What follows belongs to an exercise in optimizing a design on an open flow for small area and a short achievable clock period; a production flow would make more cautious choices. Only simulation tests tie the RTL to the original design; equivalence was not proved. Power is estimated from default activity; no workload was simulated.

==> flow/design.v (excerpt) <==
module RISC_top(
    input clk,rst,
    output [15:0] imem_addr,
    input  [31:0] imem_data,
    output        dmem_we,
    output [5:0]  dmem_addr,
    output [31:0] dmem_wdata,
    input  [31:0] dmem_rdata,
    output        wb_we,
    output [4:0]  wb_addr,
    output [31:0] wb_data
    );
     parameter NOP = 7'b0000000;
parameter ADD = 7'b0000010;
parameter SUB = 7'b0000101;
parameter SLT = 7'b1100101;
parameter AND = 7'b0001000;
parameter OR  = 7'b0001010;
parameter XOR = 7'b0001100; 
parameter ST  = 7'b0000001;
parameter LD  = 7'b0100001;
parameter ADI = 7'b0100010; 
parameter SBI = 7'b0100101;
parameter NOT = 7'b0101110;
parameter ANI = 7'b0101000;
parameter ORI = 7'b0101010;
parameter XRI = 7'b0101100;
parameter AIU = 7'b1100010;
parameter SIU = 7'b1000101;
parameter MOV = 7'b1000000;
parameter LSL = 7'b0110000;
parameter LSR = 7'b0110001;
parameter ASL = 7'b0110010;
parameter ASR = 7'b0110011;
parameter ROL = 7'b0110100;
parameter ROR = 7'b0110101;
parameter RLC = 7'b0110110; 
parameter RRC = 7'b0110111;
parameter JMR = 7'b1100001;
parameter BZ  = 7'b0100000;
parameter BNZ = 7'b1100000;
parameter JMP = 7'b1000100;
parameter JML = 7'b0000111;
    reg  [15:0] pc;
    wire [15:0] pc_inc = pc + 16'd1;
    assign imem_addr = pc;
    reg  [15:0] d_pc1;
    reg  [6:0]  d_op;
    reg  [24:0] d_ir;
    reg         w_we;        
    reg  [4:0]  w_da;
    reg  [31:0] w_data;
    reg         rst_q;       
    always @(posedge clk) rst_q <= rst;
    reg  [31:0] e_A, e_Y;
  ...
Size in the first run: about 5000 cells after synthesis, ~59000 sq um of cells after synthesis.
Settings: LEC_CHECK=0, CAP_MARGIN=20, CORE_MARGIN=2, CORE_UTILIZATION=40, CTS_CLUSTER_DIAMETER=80, CTS_CLUSTER_SIZE=20, SETUP_SLACK_MARGIN=5.0, SLEW_MARGIN=20, SYNTH_HIERARCHICAL=1, TNS_END_PERCENT=0; clock period 8.0 ns.
standard.sh (not shown) runs the stock make flow with config.mk's settings and CLKGATE_MAP_FILE= SYNTH_SCRIPT=/design/flow/synth_recipe.tcl, a recipe that flattens the netlist after the stock synthesis.
==> flow/flow/run.sh <==
#!/bin/bash
# The standard layout (standard.sh) with two layout choices changed:
#  - the input and output ports are buffered with buf_2 cells
#  - clock tree synthesis uses large sink clusters and inserts no dummy loads
# make's full output goes to flow.log in this folder; ORFS's per-step logs
# stay under orfs/logs.
set -euo pipefail
bash standard.sh \
  'BUFFER_PORTS_ARGS=-buffer_cell sky130_fd_sc_hd__buf_2' \
  'CTS_ARGS=-sink_clustering_enable -repair_clock_nets -sink_clustering_size 20 -sink_clustering_max_diameter 80 -dont_use_dummy_load' \
  finish > flow.log 2>&1
Rerun with:
==> flow/run.sh (new file) <==
#!/bin/bash
# synth_recipe.tcl (not shown) runs the flow's synth.tcl, then flattens the netlist and writes it again
# the make line also repeats each setting of config.mk as NAME=value (left out here)
make -C /OpenROAD-flow-scripts/flow DESIGN_CONFIG=/design/flow/config.mk WORK_HOME=/design/flow/orfs CLKGATE_MAP_FILE= SYNTH_SCRIPT=/design/flow/synth_recipe.tcl finish
Settings changed: TNS_END_PERCENT 0 to unset.
removed: flow/flow/run.sh
removed: flow/standard.sh
Final area came out higher by 3.7%.
Via count is about the same.
Wire length goes up by 0.35%.
Sequential share of layout area is lower by 1.5 points.
Worst hold slack gains 0.0038 ns.
Count of clock-buffer cells in the layout went up by 19.
Core utilization rose by 1.6 points.
Rerun with:
==> flow/flow/run.sh (new file) <==
#!/bin/bash
# The standard layout (standard.sh) with three layout choices changed:
#  - the input and output ports are buffered with buf_2 cells
#  - clock tree synthesis uses large sink clusters and inserts no dummy loads
# make's full output goes to flow.log in this folder; ORFS's per-step logs
# stay under orfs/logs.
set -euo pipefail
bash standard.sh \
  'BUFFER_PORTS_ARGS=-buffer_cell sky130_fd_sc_hd__buf_2' \
  'CTS_ARGS=-sink_clustering_enable -repair_clock_nets -sink_clustering_size 20 -sink_clustering_max_diameter 80 -dont_use_dummy_load' \
  'SETUP_SLACK_MARGIN=5.5' \
  finish > flow.log 2>&1
==> flow/standard.sh (new file) <==
#!/bin/bash
# synth_recipe.tcl (not shown) runs the flow's synth.tcl, then flattens the netlist and writes it again
# the make line also repeats each setting of config.mk as NAME=value (left out here)
make -C /OpenROAD-flow-scripts/flow DESIGN_CONFIG=/design/flow/config.mk WORK_HOME=/design/flow/orfs CLKGATE_MAP_FILE= SYNTH_SCRIPT=/design/flow/synth_recipe.tcl "${@:-finish}"
Settings changed: CORE_UTILIZATION 40 to 45.
removed: flow/run.sh
Effect:
- The new run finished with timing, DRC and antenna clean
- die area goes down by 11%
- clock-buffer cell count goes down by 22
- design area goes up by 4.4%
- total power goes up by 1.1%
Rerun with:
--- a/flow/flow/run.sh
+++ b/flow/flow/run.sh
@@ -2 +2 @@
-# The standard layout (standard.sh) with three layout choices changed:
+# The standard layout (standard.sh) with two layout choices changed:
@@ -11 +10,0 @@
-  'SETUP_SLACK_MARGIN=5.5' \
Settings changed: CORE_UTILIZATION 45 to 50, TNS_END_PERCENT set to 0.
Result:
- The new run went through all stages and came out clean
- synthesized area stays the same
- utilization is higher by 0.82 points
- count of clock-buffer cells in the layout is higher by 1
- register-to-register slack degrades by 0.53 ns
- first-iteration DRC count is lower by 1.6%
- routed wire length is lower by 2.3%
- cell area is lower by 8.8%
- final cell count is lower by 6.8%
- clock skew is higher by 0.0052 ns
- power is lower by 5.8%
Rerun with:
--- a/flow/flow/run.sh
+++ b/flow/flow/run.sh
@@ -2 +2 @@
-# The standard layout (standard.sh) with two layout choices changed:
+# The standard layout (standard.sh) with three layout choices changed:
@@ -10,0 +11 @@
+  'SETUP_SLACK_MARGIN=5.3' \
Settings changed: CORE_UTILIZATION 50 to 40, TNS_END_PERCENT 0 to unset.
=>
- clock power came out higher by about 2%
- non-clock buffer count rose by 216
- power rises by 5.5%
- wire length is higher by 1.8%
- clock-buffer cell count grows by 3
- via count increases by 2.5%

-- static timing again, ports no longer ideal --
No port has a modelled driver above. Below, the same layouts with a new extraction and two added sets of constraints.
Step 1 (the two cells are an assumption about what drives the block):
set clk [get_ports {clk}]
set_driving_cell -lib_cell sky130_fd_sc_hd__clkbuf_16 $clk
set_driving_cell -lib_cell sky130_fd_sc_hd__buf_2 [delete_from_list [all_inputs] $clk]
Step 2, shift: input delay + t, output delay - t, t = (earliest + latest rising clock arrival at the registers) / 2. This alone moves slack from input paths to output paths.
Three values: ideal, step 1, step 2; two values: the first two.
| run | t, ns | setup WS [ns] | hold slack, ns | latest minus earliest clock arrival (ns) |
|---|---|---|---|---|
| the first run | 0.772 | 4.516 / 4.516 / 4.516 | 0.348 / 0.348 / 0.348 | 0.093 / 0.092 |
| the second run | 0.804 | 4.837 / 4.837 / 4.661 | 0.352 / 0.352 / 0.352 | 0.060 / 0.060 |
| the third run | 0.778 | 5.048 / 4.963 / 5.048 | 0.351 / 0.351 / 0.351 | 0.112 / 0.112 |
| the fourth run | 0.756 | 4.518 / 4.518 / 4.518 | 0.353 / 0.353 / 0.353 | 0.110 / 0.110 |
| the fifth run | 0.771 | 5.047 / 4.965 / 4.875 | 0.351 / 0.351 / 0.351 | 0.144 / 0.144 |
After both steps setup and hold are still met in every run listed. The setup slack of the second run, which loses most, moves by 0.000 ns with the drivers and by -0.176 ns with both steps.
